Source: an optimization exercise on an open RTL-to-GDS flow (aim: small area). Production flows keep margins and buffers that such runs may drop. Where RTL was checked, it was by simulation tests only, not by an equivalence proof against the original. No functional check of the RTL was part of run 1. Power and IR drop assume default switching activity.

**flow/flow/area1.abc**
```
strash
ifraig
dc2
strash
&get -n
&dch -f
&nf -R 1000
&put
```
**flow/constraint.sdc**
```tcl
create_clock -name core_clock -period 6.0 [get_ports {clock}]
set_input_delay 1.2000 -clock core_clock [delete_from_list [all_inputs] [get_ports {clock}]]
set_output_delay 1.2000 -clock core_clock [all_outputs]
set_load 0.01 [all_outputs]
```
**flow/standard.sh**
```bash
#!/bin/bash
# synth_recipe.tcl (not shown) runs the flow's synth.tcl, then flattens the netlist and writes it again
# the make line also repeats each setting of config.mk as NAME=value (left out here)
make -C /OpenROAD-flow-scripts/flow DESIGN_CONFIG=/design/flow/config.mk WORK_HOME=/design/flow/orfs CLKGATE_MAP_FILE= SYNTH_SCRIPT=/design/flow/synth_recipe.tcl "${@:-finish}"
```
**flow/design.v**
```verilog
module VectorDiv(
  input          clock,
  input          reset,
  input  [191:0] io_instr,
  input  [17:0]  io_vlmul,
  output [131:0] io_bundles,
  output [5:0]   io_valid,
  output [2:0]   io_strIndex
);
  reg         stateReg;    
  reg [16:0]  slotReg [0:5];
  reg [2:0]   validCnt;    
  reg         wasSReg;     
  reg         add1Reg;     
  reg [5:2]   addIReg;     
  wire [5:0] isV;
  wire [16:0] rawF [0:5];
  genvar g;
  generate
    for (g = 0; g < 6; g = g + 1) begin : dec
      wire [31:0] in = io_instr[32*g +: 32];
      assign isV[g] = in[6:0] == 7'h57 && in[14:12] == 3'h0 && in[31:26] == 6'h0;
      assign rawF[g] = {1'b1, in[19:15], in[24:20], in[11:7], in[25]};
    end
  endgenerate
  wire [16:0] rawF0p1 = {1'b1, io_instr[19:15] + 5'd1, io_instr[24:20] + 5'd1, io_instr[11:7], io_instr[25]};
  wire [2:0] vl0 = io_vlmul[2:0];
  wire is2 = vl0 == 3'h1;
  wire is4 = vl0 == 3'h2;
  wire is8 = vl0 == 3'h3;
  wire is1 = ~(is2 | is4 | is8);
  wire [5:1] ic;
  generate
    for (g = 1; g < 6; g = g + 1) begin : cx
      assign ic[g] = io_vlmul[3*g+2] == 1'b0 && io_vlmul[3*g +: 2] != 2'b00;
    end
  endgenerate
  wire [5:0] none_;
  assign none_[0] = 1'b1;
  generate
    for (g = 1; g < 6; g = g + 1) begin : nn
      assign none_[g] = none_[g-1] & ~ic[g];
    end
  endgenerate
  wire s = stateReg;
  wire [4:1] useN;
  assign useN[1] = (~s & is1) | (s & ~is8 & none_[5]);
  assign useN[2] = (~s & is2) | (s & is8);
  assign useN[3] = s & is1 & ~none_[4];
  assign useN[4] = (~s & is4) | (s & is2 & ~none_[3]);
  wire ok = ~s | is8 | none_[5] | (is4 & ic[1]) | (is2 & ~none_[3]) | (is1 & ~none_[4]);
  wire [5:0] lead;
  assign lead[0] = 1'b1;
  assign lead[1] = ~useN[1];
  assign lead[2] = ~useN[1] & ~useN[2];
  assign lead[3] = ~useN[1] & ~useN[2] & ~useN[3];
  assign lead[4] = (~s & is8) | (s & is4);
  assign lead[5] = lead[4];
  reg [4:0]  selS [0:5];
  reg [5:0]  takeS, selC, selH;
  reg [5:0]  nextValid;
  integer i, m;
  always @(*) begin
    for (i = 0; i < 6; i = i + 1) begin
      takeS[i] = 1'b0;
      for (m = 0; m < 5; m = m + 1) begin
        selS[i][m] = 1'b0;
        if (i - m >= 1 && i - m <= 4) begin
          takeS[i] = takeS[i] | (useN[i - m] & none_[m + 1]);
          selS[i][m] = useN[i - m] & none_[m + 1] & isV[m + 1];
        end
      end
      selC[i] = ~takeS[i] & isV[0] & (~stateReg | (i < 2));
      selH[i] = ~takeS[i] & stateReg & (i >= 2);
      nextValid[i] = ok & (lead[i] | takeS[i]);
    end
  end
  wire [16:0] nextSlot [0:5];
  genvar gi;
  generate
    for (gi = 0; gi < 6; gi = gi + 1) begin : sm
      assign nextSlot[gi][16] = selC[gi] | (selH[gi] & slotReg[gi][16]) | (|selS[gi]);
      SlotMux #(.IDX(gi)) mux (
        .selC(selC[gi]), .selH(selH[gi]), .selS(selS[gi]),
        .cur(gi % 2 == 1 ? rawF0p1[15:0] : rawF[0][15:0]), .hold(slotReg[gi][15:0]),
        .s0(rawF[1][15:0]), .s1(rawF[2][15:0]), .s2(rawF[3][15:0]), .s3(rawF[4][15:0]), .s4(rawF[5][15:0]),
        .y(nextSlot[gi][15:0])
      );
    end
  endgenerate
  always @(posedge clock) begin
    if (reset)
      stateReg <= 1'b0;
    else
      stateReg <= ~stateReg & is8;
    for (i = 0; i < 6; i = i + 1)
      slotReg[i] <= nextSlot[i];
    validCnt <= {nextValid[3],
                 (nextValid[1] & ~nextValid[3]) | nextValid[5],
                 (nextValid[0] & ~nextValid[1]) | (nextValid[2] & ~nextValid[3]) | (nextValid[4] & ~nextValid[5])};
    wasSReg <= stateReg;
    add1Reg <= ~takeS[1] & isV[0];
    for (i = 2; i < 6; i = i + 1)
      if (takeS[i])
        addIReg[i] <= 1'b0;
      else if (~stateReg)
        addIReg[i] <= isV[0];
  end
  generate
    for (gi = 0; gi < 6; gi = gi + 1) begin : so
      SlotOut #(.IDX(gi)) out (
        .s(slotReg[gi]),
        .addA(gi == 0 ? wasSReg & slotReg[0][16] : gi == 1 ? add1Reg : addIReg[gi < 2 ? 2 : gi]),
        .addB(gi == 1 ? wasSReg & add1Reg : 1'b0),
        .bundle(io_bundles[22*gi +: 22])
      );
    end
  endgenerate
  assign io_valid = {validCnt > 3'd5, validCnt > 3'd4, validCnt > 3'd3,
                     validCnt > 3'd2, validCnt > 3'd1, validCnt > 3'd0};
  assign io_strIndex = ~stateReg ? (is8 ? 3'd0 :
                                    is4 ? (ic[1] ? 3'd1 : ic[2] ? 3'd2 : 3'd3) :
                                    is2 ? (ic[1] ? 3'd1 : ic[2] ? 3'd2 : ic[3] ? 3'd3 : ic[4] ? 3'd4 : 3'd5) :
                                          (ic[1] ? 3'd1 : ic[2] ? 3'd2 : ic[3] ? 3'd3 : ic[4] ? 3'd4 : ic[5] ? 3'd5 : 3'd6))
                                 : (ic[1] ? 3'd1 : ic[2] ? 3'd2 : ic[3] ? 3'd3 : ic[4] ? 3'd4 :
                                    (ic[5] | is8) ? 3'd5 : 3'd6);
endmodule
module SlotMux #(parameter IDX = 0) (
  input         selC,
  input         selH,
  input  [4:0]  selS,
  input  [15:0] cur,
  input  [15:0] hold,
  input  [15:0] s0, s1, s2, s3, s4,
  output [15:0] y
);
  wire [15:0] s [0:4];
  assign s[0] = s0; assign s[1] = s1; assign s[2] = s2; assign s[3] = s3; assign s[4] = s4;
  reg [15:0] acc;
  integer m;
  always @(*) begin
    acc = {16{selC}} & cur;
    if (IDX >= 2)
      acc = acc | ({16{selH}} & hold);
    for (m = 0; m < 5; m = m + 1)
      if (IDX - m >= 1 && IDX - m <= 4)
        acc = acc | ({16{selS[m]}} & s[m]);
  end
  assign y = acc;
endmodule
module SlotOut #(parameter IDX = 0) (
  input  [16:0] s,
  input         addA,
  input         addB,
  output [21:0] bundle
);
  wire [2:0] addS = IDX == 0 ? {addA, addA, 1'b0} :
                    IDX == 1 ? {addB, addB, 1'b0} :
                    (addA ? IDX[2:0] - IDX[0] : 3'd0);
  wire [2:0] addD = IDX == 0 ? {addA, addA, 1'b0} :
                    IDX == 1 ? {addB, addB, addA} :
                    (addA ? IDX[2:0] : 3'd0);
  wire [4:0] a = s[15:11] + {2'b00, addS};
  wire [4:0] b = s[10:6] + {2'b00, addS};
  wire [4:0] d = s[5:1] + {2'b00, addD};
  assign bundle = {s[16], a, b, d, s[0], s[5:1]};
endmodule
module VectorDivTop(
  input         clock,
  input         reset,
  input  [31:0] io_instr_0,
  input  [31:0] io_instr_1,
  input  [31:0] io_instr_2,
  input  [31:0] io_instr_3,
  input  [31:0] io_instr_4,
  input  [31:0] io_instr_5,
  input  [2:0]  io_vlmul_0,
  input  [2:0]  io_vlmul_1,
  input  [2:0]  io_vlmul_2,
  input  [2:0]  io_vlmul_3,
  input  [2:0]  io_vlmul_4,
  input  [2:0]  io_vlmul_5,
  output        io_outCtrlSignals_0_vecWen,
  output [4:0]  io_outCtrlSignals_0_lsrc_0,
  output [4:0]  io_outCtrlSignals_0_lsrc_1,
  output [4:0]  io_outCtrlSignals_0_ldest,
  output [5:0]  io_outCtrlSignals_0_imm,
  output        io_valid_0,
  output        io_outCtrlSignals_1_vecWen,
  output [4:0]  io_outCtrlSignals_1_lsrc_0,
  output [4:0]  io_outCtrlSignals_1_lsrc_1,
  output [4:0]  io_outCtrlSignals_1_ldest,
  output [5:0]  io_outCtrlSignals_1_imm,
  output        io_valid_1,
  output        io_outCtrlSignals_2_vecWen,
  output [4:0]  io_outCtrlSignals_2_lsrc_0,
  output [4:0]  io_outCtrlSignals_2_lsrc_1,
  output [4:0]  io_outCtrlSignals_2_ldest,
  output [5:0]  io_outCtrlSignals_2_imm,
  output        io_valid_2,
  output        io_outCtrlSignals_3_vecWen,
  output [4:0]  io_outCtrlSignals_3_lsrc_0,
  output [4:0]  io_outCtrlSignals_3_lsrc_1,
  output [4:0]  io_outCtrlSignals_3_ldest,
  output [5:0]  io_outCtrlSignals_3_imm,
  output        io_valid_3,
  output        io_outCtrlSignals_4_vecWen,
  output [4:0]  io_outCtrlSignals_4_lsrc_0,
  output [4:0]  io_outCtrlSignals_4_lsrc_1,
  output [4:0]  io_outCtrlSignals_4_ldest,
  output [5:0]  io_outCtrlSignals_4_imm,
  output        io_valid_4,
  output        io_outCtrlSignals_5_vecWen,
  output [4:0]  io_outCtrlSignals_5_lsrc_0,
  output [4:0]  io_outCtrlSignals_5_lsrc_1,
  output [4:0]  io_outCtrlSignals_5_ldest,
  output [5:0]  io_outCtrlSignals_5_imm,
  output        io_valid_5,
  output [2:0]  io_strIndex
);
  wire [131:0] bundles;
  wire [5:0]   valids;
  VectorDiv core (
    .clock(clock),
    .reset(reset),
    .io_instr({io_instr_5, io_instr_4, io_instr_3, io_instr_2, io_instr_1, io_instr_0}),
    .io_vlmul({io_vlmul_5, io_vlmul_4, io_vlmul_3, io_vlmul_2, io_vlmul_1, io_vlmul_0}),
    .io_bundles(bundles),
    .io_valid(valids),
    .io_strIndex(io_strIndex)
  );
  assign {io_outCtrlSignals_0_vecWen, io_outCtrlSignals_0_lsrc_0, io_outCtrlSignals_0_lsrc_1,
          io_outCtrlSignals_0_ldest, io_outCtrlSignals_0_imm} = bundles[21:0];
  assign {io_outCtrlSignals_1_vecWen, io_outCtrlSignals_1_lsrc_0, io_outCtrlSignals_1_lsrc_1,
          io_outCtrlSignals_1_ldest, io_outCtrlSignals_1_imm} = bundles[43:22];
  assign {io_outCtrlSignals_2_vecWen, io_outCtrlSignals_2_lsrc_0, io_outCtrlSignals_2_lsrc_1,
          io_outCtrlSignals_2_ldest, io_outCtrlSignals_2_imm} = bundles[65:44];
  assign {io_outCtrlSignals_3_vecWen, io_outCtrlSignals_3_lsrc_0, io_outCtrlSignals_3_lsrc_1,
          io_outCtrlSignals_3_ldest, io_outCtrlSignals_3_imm} = bundles[87:66];
  assign {io_outCtrlSignals_4_vecWen, io_outCtrlSignals_4_lsrc_0, io_outCtrlSignals_4_lsrc_1,
          io_outCtrlSignals_4_ldest, io_outCtrlSignals_4_imm} = bundles[109:88];
  assign {io_outCtrlSignals_5_vecWen, io_outCtrlSignals_5_lsrc_0, io_outCtrlSignals_5_lsrc_1,
          io_outCtrlSignals_5_ldest, io_outCtrlSignals_5_imm} = bundles[131:110];
  assign {io_valid_5, io_valid_4, io_valid_3, io_valid_2, io_valid_1, io_valid_0} = valids;
endmodule
```
**flow/flow/run.sh**
```bash
#!/bin/bash
# Standard layout with these changes:
#  - the combinational logic is mapped for area, module by module (hsynth.ys, with each ABC
#    script area*.abc; the smallest result is kept). A result is used only if it has the
#    standard synthesis's flip-flops (same names and cells) and equiv.ys proves it does what
#    the standard netlist does. Failing that, the standard netlist's logic is re-mapped as a
#    whole (reopt.ys) under the same checks, or kept as it is;
#  - the port buffers are plain buf_1 cells;
#  - clock tree synthesis adds no dummy loads.
set -euo pipefail
W=$(pwd)
R=$W/orfs/results/$FLOW_PLATFORM/VectorDivTop/base
YOSYS=$FLOW_HOME/../tools/install/yosys/bin/yosys
LIB=$FLOW_HOME/platforms/sky130hd/lib/sky130_fd_sc_hd__tt_025C_1v80.lib
export BUFFER_PORTS_ARGS="-buffer_cell sky130_fd_sc_hd__buf_1"
export CTS_ARGS="-sink_clustering_enable -repair_clock_nets -sink_clustering_size 30 -sink_clustering_max_diameter 100 -buf_list sky130_fd_sc_hd__clkbuf_8 -dont_use_dummy_load"

bash standard.sh synth > make_synth.log 2>&1
cp "$R/1_2_yosys.v" "$W/synth_standard.v"

sub() {  # sub TEMPLATE OUTSCRIPT NETLIST ABCSCRIPT
  sed -e "s#@LIB@#$LIB#g; s#@TOP@#$FLOW_TOP#g; s#@DESIGN@#$FLOW_DESIGN#g; s#@ABC@#$4#g; s#@IN@#$W/synth_standard.v#g; s#@GOLD@#$W/synth_standard.v#g; s#@OUT@#$3#g; s#@GATE@#$3#g" "$1" > "$2"
}
flops() { grep -E '^\s*sky130_fd_sc_hd__(dfxtp|dfxbp|edfxtp|dfrtp|dfrbp|dfstp|dfsbp|dfbbp|sdf|sedf|dl)\S* ' "$1" | awk '{print $1, $2}' | sort; }
flops synth_standard.v > flops_standard.txt
try() {  # try NAME TEMPLATE ABCSCRIPT: make synth_NAME.v and check it against the standard netlist
  sub "flow/$2" "$1.ys" "$W/synth_$1.v" "$3"
  sub flow/equiv.ys "equiv_$1.ys" "$W/synth_$1.v" "$3"
  "$YOSYS" -s "$1.ys" > "yosys_$1.log" 2>&1 || return 1
  flops "synth_$1.v" > "flops_$1.txt"
  cmp -s flops_standard.txt "flops_$1.txt" || return 1
  "$YOSYS" -s "equiv_$1.ys" > "yosys_equiv_$1.log" 2>&1 || return 1
}
area() { grep 'Chip area for' "yosys_$1.log" | tail -1 | awk '{print $NF}'; }

best=""
for s in area1 area2; do
  if try "hier_$s" hsynth.ys "$W/flow/$s.abc"; then
    a=$(area "hier_$s")
    echo "hier_$s: $a" >> netlist_status.txt
    if [[ -z "$best" ]] || awk -v x="$a" -v y="$(area "$best")" 'BEGIN { exit !(x < y) }'; then best="hier_$s"; fi
  else
    echo "hier_$s: refused" >> netlist_status.txt
  fi
done
if [[ -z "$best" ]] && try reopt reopt.ys "$W/flow/area1.abc"; then best=reopt; fi
if [[ -n "$best" ]]; then
  echo "used: $best" >> netlist_status.txt
  cp "$W/synth_$best.v" "$R/1_2_yosys.v"
else
  echo "used: standard netlist" >> netlist_status.txt
fi

bash standard.sh > make_finish.log 2>&1
```
**flow/flow/equiv.ys**
```
# Check that the re-mapped netlist does what the standard synthesis's netlist does.
read_liberty -ignore_miss_func @LIB@
read_verilog @GOLD@
rename @TOP@ gold
read_verilog @GATE@
rename @TOP@ gate
rename -hide gold/w:_* gold/c:_* gate/w:_* gate/c:_*
flatten gold gate
opt_clean
equiv_make gold gate equiv
hierarchy -top equiv
equiv_simple -seq 2
equiv_induct -seq 2
equiv_status -assert
```
**flow/config.mk**
```make
export PLATFORM = sky130hd
export DESIGN_NAME = VectorDivTop
export DESIGN_NICKNAME = VectorDivTop
export VERILOG_FILES = /design/flow/design.v
export SDC_FILE = /design/flow/constraint.sdc
export NUM_CORES = 4
export LEC_CHECK = 0
export CAP_MARGIN = 20
export CORE_AREA = 5 5 145 145
export DIE_AREA = 0 0 150 150
export SLEW_MARGIN = 20
```
**flow/flow/area2.abc**
```
strash
ifraig
dc2
strash
&get -n
&dch -f
&nf -R 1000
&put
mfs2
strash
&get -n
&dch -f
&nf -R 1000
&put
```
**flow/flow/hsynth.ys**
```
# Synthesis that keeps the design's module hierarchy through technology mapping, so that
# ABC maps each module on its own for area; flattened at the end like the standard synthesis.
read_verilog -sv @DESIGN@
hierarchy -check -top @TOP@
synth -top @TOP@ -nofsm -noshare -run :fine
synth -top @TOP@ -nofsm -noshare -run fine:check
chformal -remove
delete t:$print
rename -wire
opt -purge
dfflibmap -liberty @LIB@ -dont_use sky130_fd_sc_hd__lpflow_bleeder_1 -dont_use sky130_fd_sc_hd__lpflow_clkbufkapwr_1 -dont_use sky130_fd_sc_hd__lpflow_clkbufkapwr_16 -dont_use sky130_fd_sc_hd__lpflow_clkbufkapwr_2 -dont_use sky130_fd_sc_hd__lpflow_clkbufkapwr_4 -dont_use sky130_fd_sc_hd__lpflow_clkbufkapwr_8 -dont_use sky130_fd_sc_hd__lpflow_clkinvkapwr_1 -dont_use sky130_fd_sc_hd__lpflow_clkinvkapwr_16 -dont_use sky130_fd_sc_hd__lpflow_clkinvkapwr_2 -dont_use sky130_fd_sc_hd__lpflow_clkinvkapwr_4 -dont_use sky130_fd_sc_hd__lpflow_clkinvkapwr_8 -dont_use sky130_fd_sc_hd__lpflow_decapkapwr_12 -dont_use sky130_fd_sc_hd__lpflow_decapkapwr_3 -dont_use sky130_fd_sc_hd__lpflow_decapkapwr_4 -dont_use sky130_fd_sc_hd__lpflow_decapkapwr_6 -dont_use sky130_fd_sc_hd__lpflow_decapkapwr_8 -dont_use sky130_fd_sc_hd__lpflow_inputiso0n_1 -dont_use sky130_fd_sc_hd__lpflow_inputiso0p_1 -dont_use sky130_fd_sc_hd__lpflow_inputiso1n_1 -dont_use sky130_fd_sc_hd__lpflow_inputiso1p_1 -dont_use sky130_fd_sc_hd__lpflow_inputisolatch_1 -dont_use sky130_fd_sc_hd__lpflow_isobufsrc_1 -dont_use sky130_fd_sc_hd__lpflow_isobufsrc_16 -dont_use sky130_fd_sc_hd__lpflow_isobufsrc_2 -dont_use sky130_fd_sc_hd__lpflow_isobufsrc_4 -dont_use sky130_fd_sc_hd__lpflow_isobufsrc_8 -dont_use sky130_fd_sc_hd__lpflow_isobufsrckapwr_16 -dont_use sky130_fd_sc_hd__lpflow_lsbuf_lh_hl_isowell_tap_1 -dont_use sky130_fd_sc_hd__lpflow_lsbuf_lh_hl_isowell_tap_2 -dont_use sky130_fd_sc_hd__lpflow_lsbuf_lh_hl_isowell_tap_4 -dont_use sky130_fd_sc_hd__lpflow_lsbuf_lh_isowell_4 -dont_use sky130_fd_sc_hd__lpflow_lsbuf_lh_isowell_tap_1 -dont_use sky130_fd_sc_hd__lpflow_lsbuf_lh_isowell_tap_2 -dont_use sky130_fd_sc_hd__lpflow_lsbuf_lh_isowell_tap_4 -dont_use sky130_fd_sc_hd__probe_p_8 -dont_use sky130_fd_sc_hd__probec_p_8 
opt
setundef -zero
abc -liberty @LIB@ -dont_use sky130_fd_sc_hd__lpflow_bleeder_1 -dont_use sky130_fd_sc_hd__lpflow_clkbufkapwr_1 -dont_use sky130_fd_sc_hd__lpflow_clkbufkapwr_16 -dont_use sky130_fd_sc_hd__lpflow_clkbufkapwr_2 -dont_use sky130_fd_sc_hd__lpflow_clkbufkapwr_4 -dont_use sky130_fd_sc_hd__lpflow_clkbufkapwr_8 -dont_use sky130_fd_sc_hd__lpflow_clkinvkapwr_1 -dont_use sky130_fd_sc_hd__lpflow_clkinvkapwr_16 -dont_use sky130_fd_sc_hd__lpflow_clkinvkapwr_2 -dont_use sky130_fd_sc_hd__lpflow_clkinvkapwr_4 -dont_use sky130_fd_sc_hd__lpflow_clkinvkapwr_8 -dont_use sky130_fd_sc_hd__lpflow_decapkapwr_12 -dont_use sky130_fd_sc_hd__lpflow_decapkapwr_3 -dont_use sky130_fd_sc_hd__lpflow_decapkapwr_4 -dont_use sky130_fd_sc_hd__lpflow_decapkapwr_6 -dont_use sky130_fd_sc_hd__lpflow_decapkapwr_8 -dont_use sky130_fd_sc_hd__lpflow_inputiso0n_1 -dont_use sky130_fd_sc_hd__lpflow_inputiso0p_1 -dont_use sky130_fd_sc_hd__lpflow_inputiso1n_1 -dont_use sky130_fd_sc_hd__lpflow_inputiso1p_1 -dont_use sky130_fd_sc_hd__lpflow_inputisolatch_1 -dont_use sky130_fd_sc_hd__lpflow_isobufsrc_1 -dont_use sky130_fd_sc_hd__lpflow_isobufsrc_16 -dont_use sky130_fd_sc_hd__lpflow_isobufsrc_2 -dont_use sky130_fd_sc_hd__lpflow_isobufsrc_4 -dont_use sky130_fd_sc_hd__lpflow_isobufsrc_8 -dont_use sky130_fd_sc_hd__lpflow_isobufsrckapwr_16 -dont_use sky130_fd_sc_hd__lpflow_lsbuf_lh_hl_isowell_tap_1 -dont_use sky130_fd_sc_hd__lpflow_lsbuf_lh_hl_isowell_tap_2 -dont_use sky130_fd_sc_hd__lpflow_lsbuf_lh_hl_isowell_tap_4 -dont_use sky130_fd_sc_hd__lpflow_lsbuf_lh_isowell_4 -dont_use sky130_fd_sc_hd__lpflow_lsbuf_lh_isowell_tap_1 -dont_use sky130_fd_sc_hd__lpflow_lsbuf_lh_isowell_tap_2 -dont_use sky130_fd_sc_hd__lpflow_lsbuf_lh_isowell_tap_4 -dont_use sky130_fd_sc_hd__probe_p_8 -dont_use sky130_fd_sc_hd__probec_p_8  -script @ABC@
splitnets
opt_clean -purge
flatten
opt_clean -purge
hilomap -singleton -hicell sky130_fd_sc_hd__conb_1 HI -locell sky130_fd_sc_hd__conb_1 LO
insbuf -buf sky130_fd_sc_hd__buf_4 A X
opt_clean -purge
rename -hide w:*$func$*
stat -liberty @LIB@
write_verilog -noattr -nohex -nodec @OUT@
```
**flow/flow/reopt.ys**
```
# Re-map the combinational logic of the standard synthesis for area.
# The flip-flops are kept as they are (same instances, names and cells).
read_liberty -ignore_miss_func @LIB@
read_verilog @IN@
hierarchy -top @TOP@
setattr -mod -set keep_hierarchy 1 sky130_fd_sc_hd__dfxtp_1
setattr -mod -set keep_hierarchy 1 sky130_fd_sc_hd__edfxtp_1
setattr -mod -set keep_hierarchy 1 sky130_fd_sc_hd__dfrtp_1
setattr -mod -set keep_hierarchy 1 sky130_fd_sc_hd__dfstp_1
setattr -mod -set keep_hierarchy 1 sky130_fd_sc_hd__conb_1
flatten
opt_clean
abc -liberty @LIB@ -dont_use sky130_fd_sc_hd__lpflow_bleeder_1 -dont_use sky130_fd_sc_hd__lpflow_clkbufkapwr_1 -dont_use sky130_fd_sc_hd__lpflow_clkbufkapwr_16 -dont_use sky130_fd_sc_hd__lpflow_clkbufkapwr_2 -dont_use sky130_fd_sc_hd__lpflow_clkbufkapwr_4 -dont_use sky130_fd_sc_hd__lpflow_clkbufkapwr_8 -dont_use sky130_fd_sc_hd__lpflow_clkinvkapwr_1 -dont_use sky130_fd_sc_hd__lpflow_clkinvkapwr_16 -dont_use sky130_fd_sc_hd__lpflow_clkinvkapwr_2 -dont_use sky130_fd_sc_hd__lpflow_clkinvkapwr_4 -dont_use sky130_fd_sc_hd__lpflow_clkinvkapwr_8 -dont_use sky130_fd_sc_hd__lpflow_decapkapwr_12 -dont_use sky130_fd_sc_hd__lpflow_decapkapwr_3 -dont_use sky130_fd_sc_hd__lpflow_decapkapwr_4 -dont_use sky130_fd_sc_hd__lpflow_decapkapwr_6 -dont_use sky130_fd_sc_hd__lpflow_decapkapwr_8 -dont_use sky130_fd_sc_hd__lpflow_inputiso0n_1 -dont_use sky130_fd_sc_hd__lpflow_inputiso0p_1 -dont_use sky130_fd_sc_hd__lpflow_inputiso1n_1 -dont_use sky130_fd_sc_hd__lpflow_inputiso1p_1 -dont_use sky130_fd_sc_hd__lpflow_inputisolatch_1 -dont_use sky130_fd_sc_hd__lpflow_isobufsrc_1 -dont_use sky130_fd_sc_hd__lpflow_isobufsrc_16 -dont_use sky130_fd_sc_hd__lpflow_isobufsrc_2 -dont_use sky130_fd_sc_hd__lpflow_isobufsrc_4 -dont_use sky130_fd_sc_hd__lpflow_isobufsrc_8 -dont_use sky130_fd_sc_hd__lpflow_isobufsrckapwr_16 -dont_use sky130_fd_sc_hd__lpflow_lsbuf_lh_hl_isowell_tap_1 -dont_use sky130_fd_sc_hd__lpflow_lsbuf_lh_hl_isowell_tap_2 -dont_use sky130_fd_sc_hd__lpflow_lsbuf_lh_hl_isowell_tap_4 -dont_use sky130_fd_sc_hd__lpflow_lsbuf_lh_isowell_4 -dont_use sky130_fd_sc_hd__lpflow_lsbuf_lh_isowell_tap_1 -dont_use sky130_fd_sc_hd__lpflow_lsbuf_lh_isowell_tap_2 -dont_use sky130_fd_sc_hd__lpflow_lsbuf_lh_isowell_tap_4 -dont_use sky130_fd_sc_hd__probe_p_8 -dont_use sky130_fd_sc_hd__probec_p_8  -script @ABC@
opt_clean -purge
hilomap -singleton -hicell sky130_fd_sc_hd__conb_1 HI -locell sky130_fd_sc_hd__conb_1 LO
insbuf -buf sky130_fd_sc_hd__buf_4 A X
opt_clean -purge
stat -liberty @LIB@
select @TOP@
write_verilog -noattr -nohex -nodec -selected @OUT@
```
==> results of run 1 <==
registers in the layout, summed over array words and instances, names as in the netlist:
register,flops
core.stateReg,1
core.slotReg,102
core.wasSReg,1
core.validCnt,3
core.addIReg,4
core.add1Reg,1
final timing paths:
| kind | start | endpoint | slack (ns) | cells after the start |
|---|---|---|---|---|
| setup / recovery | io_vlmul_2[1] | core.slotReg[4][11] | 1.69 | 16 |
| hold / removal | core.slotReg[3][16] | core.slotReg[3][16] | 0.46 | 2 |
| setup reg to reg | core.stateReg | core.slotReg[4][11] | 2.42 | 10 |
| hold reg to reg | core.slotReg[3][16] | core.slotReg[3][16] | 0.46 | 2 |
worst max-delay path: stages:
cell and delay, ns:
buf_1 0.07, nor2_1 0.12, nor2_1 0.13, nor2_1 0.18, nand2_1 0.16, nor2_1 0.16
nand2_1 0.10, o32a_1 0.23, nor2_1 0.36, nand2_1 0.21, nor2_1 0.13, nor4_1 0.09
nand2_1 0.12, clkinv_1 0.64, a222oi_1 0.56, nand2_1 0.08
power groups by stage:
stage / Clock [mW] / Combinational [mW] / Sequential [mW]
5_1_grt: 0.420 / 0.171 / 0.753
6_report: 0.383 / 0.156 / 0.752
4_1_cts: 0.389 / 0.155 / 0.752
3_3_place_gp: 0 / 0.155 / 0.769
3_5_place_dp: 0 / 0.154 / 0.769
2_1_floorplan: 0 / 0.0521 / 0.768
layer usage:
| metal | share of wire [%] | GRT usage, % | up-vias |
|---|---|---|---|
| met5 | 0.024 | 0 | - |
| met4 | 2.9 | 9.88 | 2 |
| met3 | 10 | 3.91 | 62 |
| met2 | 49 | 42.8 | 526 |
| met1 | 38 | 30.5 | 3430 |
| li1 | - | - | 3304 |
area by class of cell:
type / count / share of cell area, %
well taps: 265 / 4.32
flip-flops and latches: 112 / 29.2
inverters: 9 / 0.440
multi-input cells: 525 / 46.1
repair buffers: 363 / 18.3
clock buffers: 9 / 1.61
stage by stage:
stage	utilization, %	area [sq um]	power, mW	std cells	setup WS, ns
finish	39.6	7680	1.29	1283	1.69
global route	39.6	7680	1.34	1283	1.35
CTS	39.6	7680	1.30	1283	1.79
detailed placement	38.9	7550	0.923	1274	1.38
global placement	38.9	7550	0.924	1274	1.50
floorplan	-	5800	0.820	651	2.36
==> results.yml, run 1 <==
timing:
  relSlewSlack_pct: 24.6
  tns_ns: 0
  slew_viol_final: 0
  setup_violations: 0
  min_period_over_period_pct: 71.9
  rsz0062_at_grt: "false"
  hold_viol_final: 0
  hold_ws_ns: 0.455
  fin_crit_ns: 4.31
  tightest_slew_ns: 1.13
  max_freq_mhz: 232
  fin_skew_ns: 0.0169
cts:
  cts.sinks: 112
  cts_tree: "done"
  hold_buffers: 0
  cts.path.max_buffers: 2
  h-tree-depth: 3
  clkLatencyLatePin_ns: 0.39
  cts.repair.resized: 0
  clkTransAtPathRegs_ns: 0.08
  cts_buffers: 9
  cts_setup_buffers: 0
  root_buffer: "clkbuf_8"
detailed_routing:
  wl_per_cell_um: 22.8
  drc_errors: 0
  ant_nets: 0
  routed_wl_um: 29300
  avgViaCountPerCell: 5.71
  dr_total_vias: 7324
  drt_iter0_drc: 1076
  drtPass1Iterations: 8
layout:
  drive_gt1_share_pct: 3.44
  n_antenna_cell: 0
  most-common-layout-cells: "buf_1, nand2_1, dfxtp_1"
  nets: 1232
  multi_input_area_sq_um: 3540
  fillerInstances: 2110
  syn2layout_area_growth_pct: 32.4
  final-seq-area_sq_um: 2240
  mostFrequentLayoutCell: "buf_1"
worst_setup_path:
  critPathLaunchType: "input port"
  criticalPathCategory: "in2reg"
  end_kind: "register"
  cp_max_fo: 17
  worstPathArrival_ns: 4.57
  cp.required_ns: 6.25
power_and_ir_drop:
  ir_worst_vdd_uv: 88.5
  clockPowerShare_pct: 29.6
  switching_share_pct: 27.1
  intPower_mw: 0.941
  p_switching_mw: 0.351
  leakage_nw: 2.88
  p_per_area_nw_per_um2: 168
  p_seq_share_pct: 58.3
  combPwrFrac_pct: 12.1
status:
  outcome: "finished clean"
hold_path:
  hold_path.class: "reg2reg"
place:
  gp_congestion: 0.877
  port_buffers: 352
  hpwlAfterDp_um: 22100
grt:
  gr-total-overflow: 0
  grt_pass1_wl_um: 41900
  grt_pass1_vias: 7075
  antenna_found_initial: 1
  grt_usage_pct: 24.6
  grt_max_degree: 21
floorplanning:
  dieHeight_um: 150
  start_util_pct: 29.9
  rows: 51
  io_pins: 353
  coreArea_sq_um: 19400
  die_area_sq_um: 22500
  die_width_um: 150
logic_synthesis:
  syn_area_per_cell_sq_um: 8.90
  netlist_area_sq_um: 5800
  yosys_warnings: 11
  syn_nets: 863
  synth_cells: 651
run:
  drv_cap: 0
==> run 2: changes to the inputs <==
--- a/flow/design.v
+++ b/flow/design.v
@@ -11,5 +11,6 @@
   reg [16:0]  slotReg [0:5];
-  reg [2:0]   validCnt;    
-  reg         wasSReg;     
+  reg [5:0]   validReg;
+  reg         add6Reg;     
   reg         add1Reg;     
+  reg         add7Reg;     
   reg [5:2]   addIReg;     
@@ -25,3 +26,2 @@
   endgenerate
-  wire [16:0] rawF0p1 = {1'b1, io_instr[19:15] + 5'd1, io_instr[24:20] + 5'd1, io_instr[11:7], io_instr[25]};
   wire [2:0] vl0 = io_vlmul[2:0];
@@ -44,16 +44,22 @@
   endgenerate
-  wire s = stateReg;
+  wire zeroOff = stateReg & ~is8 & none_[5];
+  reg [2:0] nUop;
+  reg       ok;
+  always @(*) begin
+    if (~stateReg) begin
+      nUop = is8 ? 3'd6 : is4 ? 3'd4 : is2 ? 3'd2 : 3'd1;
+      ok   = 1'b1;
+    end else if (zeroOff) begin
+      nUop = 3'd1;
+      ok   = 1'b1;
+    end else begin
+      nUop = is8 ? 3'd2 : is4 ? 3'd6 : is2 ? 3'd4 : 3'd3;
+      ok   = is8 | (is4 & ic[1]) | (is2 & ~none_[3]) | (is1 & ~none_[4]);
+    end
+  end
   wire [4:1] useN;
-  assign useN[1] = (~s & is1) | (s & ~is8 & none_[5]);
-  assign useN[2] = (~s & is2) | (s & is8);
-  assign useN[3] = s & is1 & ~none_[4];
-  assign useN[4] = (~s & is4) | (s & is2 & ~none_[3]);
-  wire ok = ~s | is8 | none_[5] | (is4 & ic[1]) | (is2 & ~none_[3]) | (is1 & ~none_[4]);
-  wire [5:0] lead;
-  assign lead[0] = 1'b1;
-  assign lead[1] = ~useN[1];
-  assign lead[2] = ~useN[1] & ~useN[2];
-  assign lead[3] = ~useN[1] & ~useN[2] & ~useN[3];
-  assign lead[4] = (~s & is8) | (s & is4);
-  assign lead[5] = lead[4];
+  assign useN[1] = ok & (nUop == 3'd1);
+  assign useN[2] = ok & (nUop == 3'd2);
+  assign useN[3] = ok & (nUop == 3'd3);
+  assign useN[4] = ok & (nUop == 3'd4);
   reg [4:0]  selS [0:5];
@@ -74,3 +80,3 @@
       selH[i] = ~takeS[i] & stateReg & (i >= 2);
-      nextValid[i] = ok & (lead[i] | takeS[i]);
+      nextValid[i] = ok & ((i < nUop) | takeS[i]);
     end
@@ -84,3 +90,3 @@
         .selC(selC[gi]), .selH(selH[gi]), .selS(selS[gi]),
-        .cur(gi % 2 == 1 ? rawF0p1[15:0] : rawF[0][15:0]), .hold(slotReg[gi][15:0]),
+        .cur(rawF[0][15:0]), .hold(slotReg[gi][15:0]),
         .s0(rawF[1][15:0]), .s1(rawF[2][15:0]), .s2(rawF[3][15:0]), .s3(rawF[4][15:0]), .s4(rawF[5][15:0]),
@@ -97,7 +103,6 @@
       slotReg[i] <= nextSlot[i];
-    validCnt <= {nextValid[3],
-                 (nextValid[1] & ~nextValid[3]) | nextValid[5],
-                 (nextValid[0] & ~nextValid[1]) | (nextValid[2] & ~nextValid[3]) | (nextValid[4] & ~nextValid[5])};
-    wasSReg <= stateReg;
+    validReg <= nextValid;
+    add6Reg <= stateReg & isV[0];
     add1Reg <= ~takeS[1] & isV[0];
+    add7Reg <= stateReg & ~takeS[1] & isV[0];
     for (i = 2; i < 6; i = i + 1)
@@ -112,4 +117,4 @@
         .s(slotReg[gi]),
-        .addA(gi == 0 ? wasSReg & slotReg[0][16] : gi == 1 ? add1Reg : addIReg[gi < 2 ? 2 : gi]),
-        .addB(gi == 1 ? wasSReg & add1Reg : 1'b0),
+        .addA(gi == 0 ? add6Reg : gi == 1 ? add1Reg : addIReg[gi < 2 ? 2 : gi]),
+        .addB(gi == 1 ? add7Reg : 1'b0),
         .bundle(io_bundles[22*gi +: 22])
@@ -118,4 +123,3 @@
   endgenerate
-  assign io_valid = {validCnt > 3'd5, validCnt > 3'd4, validCnt > 3'd3,
-                     validCnt > 3'd2, validCnt > 3'd1, validCnt > 3'd0};
+  assign io_valid = validReg;
   assign io_strIndex = ~stateReg ? (is8 ? 3'd0 :
@@ -156,11 +160,8 @@
 );
-  wire [2:0] addS = IDX == 0 ? {addA, addA, 1'b0} :
-                    IDX == 1 ? {addB, addB, 1'b0} :
-                    (addA ? IDX[2:0] - IDX[0] : 3'd0);
-  wire [2:0] addD = IDX == 0 ? {addA, addA, 1'b0} :
+  wire [2:0] addv = IDX == 0 ? {addA, addA, 1'b0} :
                     IDX == 1 ? {addB, addB, addA} :
                     (addA ? IDX[2:0] : 3'd0);
-  wire [4:0] a = s[15:11] + {2'b00, addS};
-  wire [4:0] b = s[10:6] + {2'b00, addS};
-  wire [4:0] d = s[5:1] + {2'b00, addD};
+  wire [4:0] a = s[15:11] + addv;
+  wire [4:0] b = s[10:6] + addv;
+  wire [4:0] d = s[5:1] + addv;
   assign bundle = {s[16], a, b, d, s[0], s[5:1]};
--- a/flow/config.mk
+++ b/flow/config.mk
@@ -8,4 +8,4 @@
 export CAP_MARGIN = 20
-export CORE_AREA = 5 5 145 145
-export DIE_AREA = 0 0 150 150
+export CORE_AREA = 5 5 195 195
+export DIE_AREA = 0 0 200 200
 export SLEW_MARGIN = 20
==> results.yml, run 2 <==
timing:
  setup_violations: 0
  relSlewSlack_pct: 45.1
  hold_viol_final: 0
  hold_ws_ns: 0.437
  max_freq_mhz: 193
  slew_viol_final: 0
  min_period_over_period_pct: 86.2
  tns_ns: 0
  tightest_slew_ns: 0.823
  rsz0062_at_grt: "false"
  fin_skew_ns: 0.0189
  fin_crit_ns: 5.17
logic_synthesis:
  syn_nets: 876
  syn_area_per_cell_sq_um: 8.85
  netlist_area_sq_um: 5880
  yosys_warnings: 11
  synth_cells: 664
place:
  hpwlAfterDp_um: 26900
  port_buffers: 352
  gp_congestion: 0.930
  dpl.cell_count: 1494
cts:
  cts_setup_buffers: 0
  clkLatencyLatePin_ns: 0.44
  cts.path.max_buffers: 2
  root_buffer: "clkbuf_8"
  hold_buffers: 0
  cts.sinks: 116
  clkTransAtPathRegs_ns: 0.07
  cts.repair.resized: 0
  h-tree-depth: 4
  cts_tree: "done"
  cts_buffers: 17
layout:
  syn2layout_area_growth_pct: 39.5
  multi_input_area_sq_um: 3550
  largest_reg_flops: 102
  nets: 1264
  most-common-layout-cells: "buf_1, nand2_1, dfxtp_1"
  regMostFlops: "core.slotReg"
  mostFrequentLayoutCell: "buf_1"
  top_regs: "core.slotReg x102, core.validReg x6, core.addIReg x4"
  postLayoutCoreUtil_pct: 23.0
  fillerInstances: 4033
  final-seq-area_sq_um: 2320
  drive_gt1_share_pct: 4.38
  final-instance-count-excl-fill: 1515
floorplanning:
  die_width_um: 200
  rows: 69
  die_area_sq_um: 40000
  coreArea_sq_um: 35600
  start_util_pct: 16.5
  io_pins: 353
  dieHeight_um: 200
worst_setup_path:
  cp_max_fo: 8
  rr_endpoint: "core.slotReg[5][13]"
  worstSetupStartpoint: "io_vlmul_1[1]"
  r2r_slack_ns: 1.79
  reg2reg_from: "core.stateReg"
  criticalPathCategory: "in2out"
  worstPathArrival_ns: 3.97
  cp.required_ns: 4.80
  worstRegToRegCells: 15
  critPathLaunchType: "input port"
  end_kind: "output port"
  crit_end: "io_strIndex[1]"
detailed_routing:
  ant_nets: 0
  dr_total_vias: 7151
  drt_iter0_drc: 948
  routed_wl_um: 32700
  avgViaCountPerCell: 4.72
  drtPass1Iterations: 10
  wl_per_cell_um: 21.6
  drc_errors: 0
run:
  drv_cap: 0
grt:
  grt_usage_pct: 15.5
  antenna_found_initial: 12
  grt_max_degree: 20
  met3_usage_pct: 5.44
  gr-total-overflow: 0
  grt_util_met1_pct: 20.7
  grt_pass1_vias: 6956
  grt_pass1_wl_um: 46100
  grt_use_met2_pct: 23.5
  busiest_layer: "met2"
status:
  outcome: "finished clean"
power_and_ir_drop:
  power_mw: 1.47
  p_per_area_nw_per_um2: 180
  leakage_nw: 3.04
  ir_worst_vdd_uv: 93.2
hold_path:
  hold_path.class: "reg2reg"
## run 2: cell count changes in the layout (fill, tap and decap cells not counted), moves of 6 or more
cell | previous run | this run
nor2_1 | 29 | 46
clkbuf_8 | 9 | 17
nor4bb_1 | 6 | 0
nand3_1 | 20 | 27
nand2_1 | 126 | 135
nor2_2 | 9 | 2
o21ai_0 | 17 | 11
buf_4 | 11 | 20
nand4b_1 | 0 | 6
nand4_1 | 13 | 5
and4b_1 | 6 | 0
## run 2: layer usage
| layer | part of all wire [%] | vias up |
|---|---|---|
| met2 | 45 | 325 |
| li1 | - | 3377 |
| met4 | 2.2 | 16 |
| met1 | 43 | 3381 |
| met3 | 9.4 | 52 |
| met5 | 0.28 | - |
## run 2: where the power goes
part           switching, mW  total (mW)  internal [mW]
combinational          0.100       0.151         0.0502
sequential           0.00189       0.777          0.775
clock                  0.298       0.546          0.249
total                  0.400        1.47           1.07
## run 2: final cells by class
cell class	count	share of cell area, %
inverter	6	0.275
sequential	116	28.3
tap	461	7.04
multi-input combinational	538	43.3
antenna	4	0.122
clock buffer	17	2.85
timing repair buffer	373	18.1
## run 2: per-stage QoR
stage	area [sq um]	setup WS [ns]
6_report	8200	0.828
4_1_cts	8190	0.859
5_1_grt	8190	0.612
3_3_place_gp	7930	0.612
3_5_place_dp	7950	0.557
2_1_floorplan	5880	1.19
## run 2: worst max-delay path: stages
cell	delay [ns]
buf_1	0.09
nor2_1	0.14
or2_0	0.41
nand2_1	0.16
or3_1	0.48
nand2_1	0.12
nor2_1	0.05
nor2_1	0.35
nand4_1	0.29
nand2b_1	0.27
a211oi_1	0.23
buf_1	0.18
## run 2: worst min-delay path by stage
stage                             start                  end  slack, ns  cells after the start
CTS                 core.slotReg[3][16]  core.slotReg[3][16]       0.44                      2
finish              core.slotReg[3][16]  core.slotReg[3][16]       0.44                      2
global route        core.slotReg[3][16]  core.slotReg[3][16]       0.48                      2
detailed placement  core.slotReg[3][16]  core.slotReg[3][16]       0.43                      2
floorplan            core.slotReg[2][9]   core.slotReg[2][9]       0.45                      2
global placement    core.slotReg[3][16]  core.slotReg[3][16]       0.43                      2

-- port drivers added, routing unchanged --
Ports are ideal in the flow. The routed layouts listed here were re-timed in OpenROAD. Step 1 assumes that a clkbuf_16 drives the clock port and a buf_2 every other input. Step 2 times the ports against the registers' clock, not the clock port: input delays grow and output delays shrink by t, the midpoint of the rising clock arrivals with the driver on. a / b / c = ideal ports / drivers / drivers and shift; a / b = the first two.
run	shift t [ns]	setup WS [ns]	cell pins on the clock port's net
run 1	0.408	1.686 / 1.701 / 1.292	1
run 2	0.478	0.828 / 0.802 / 0.439	1
After both steps setup and hold are still met in every run listed. For run 1, which loses most, drivers alone change the setup slack by +0.015 ns; drivers and shift together by -0.394 ns.
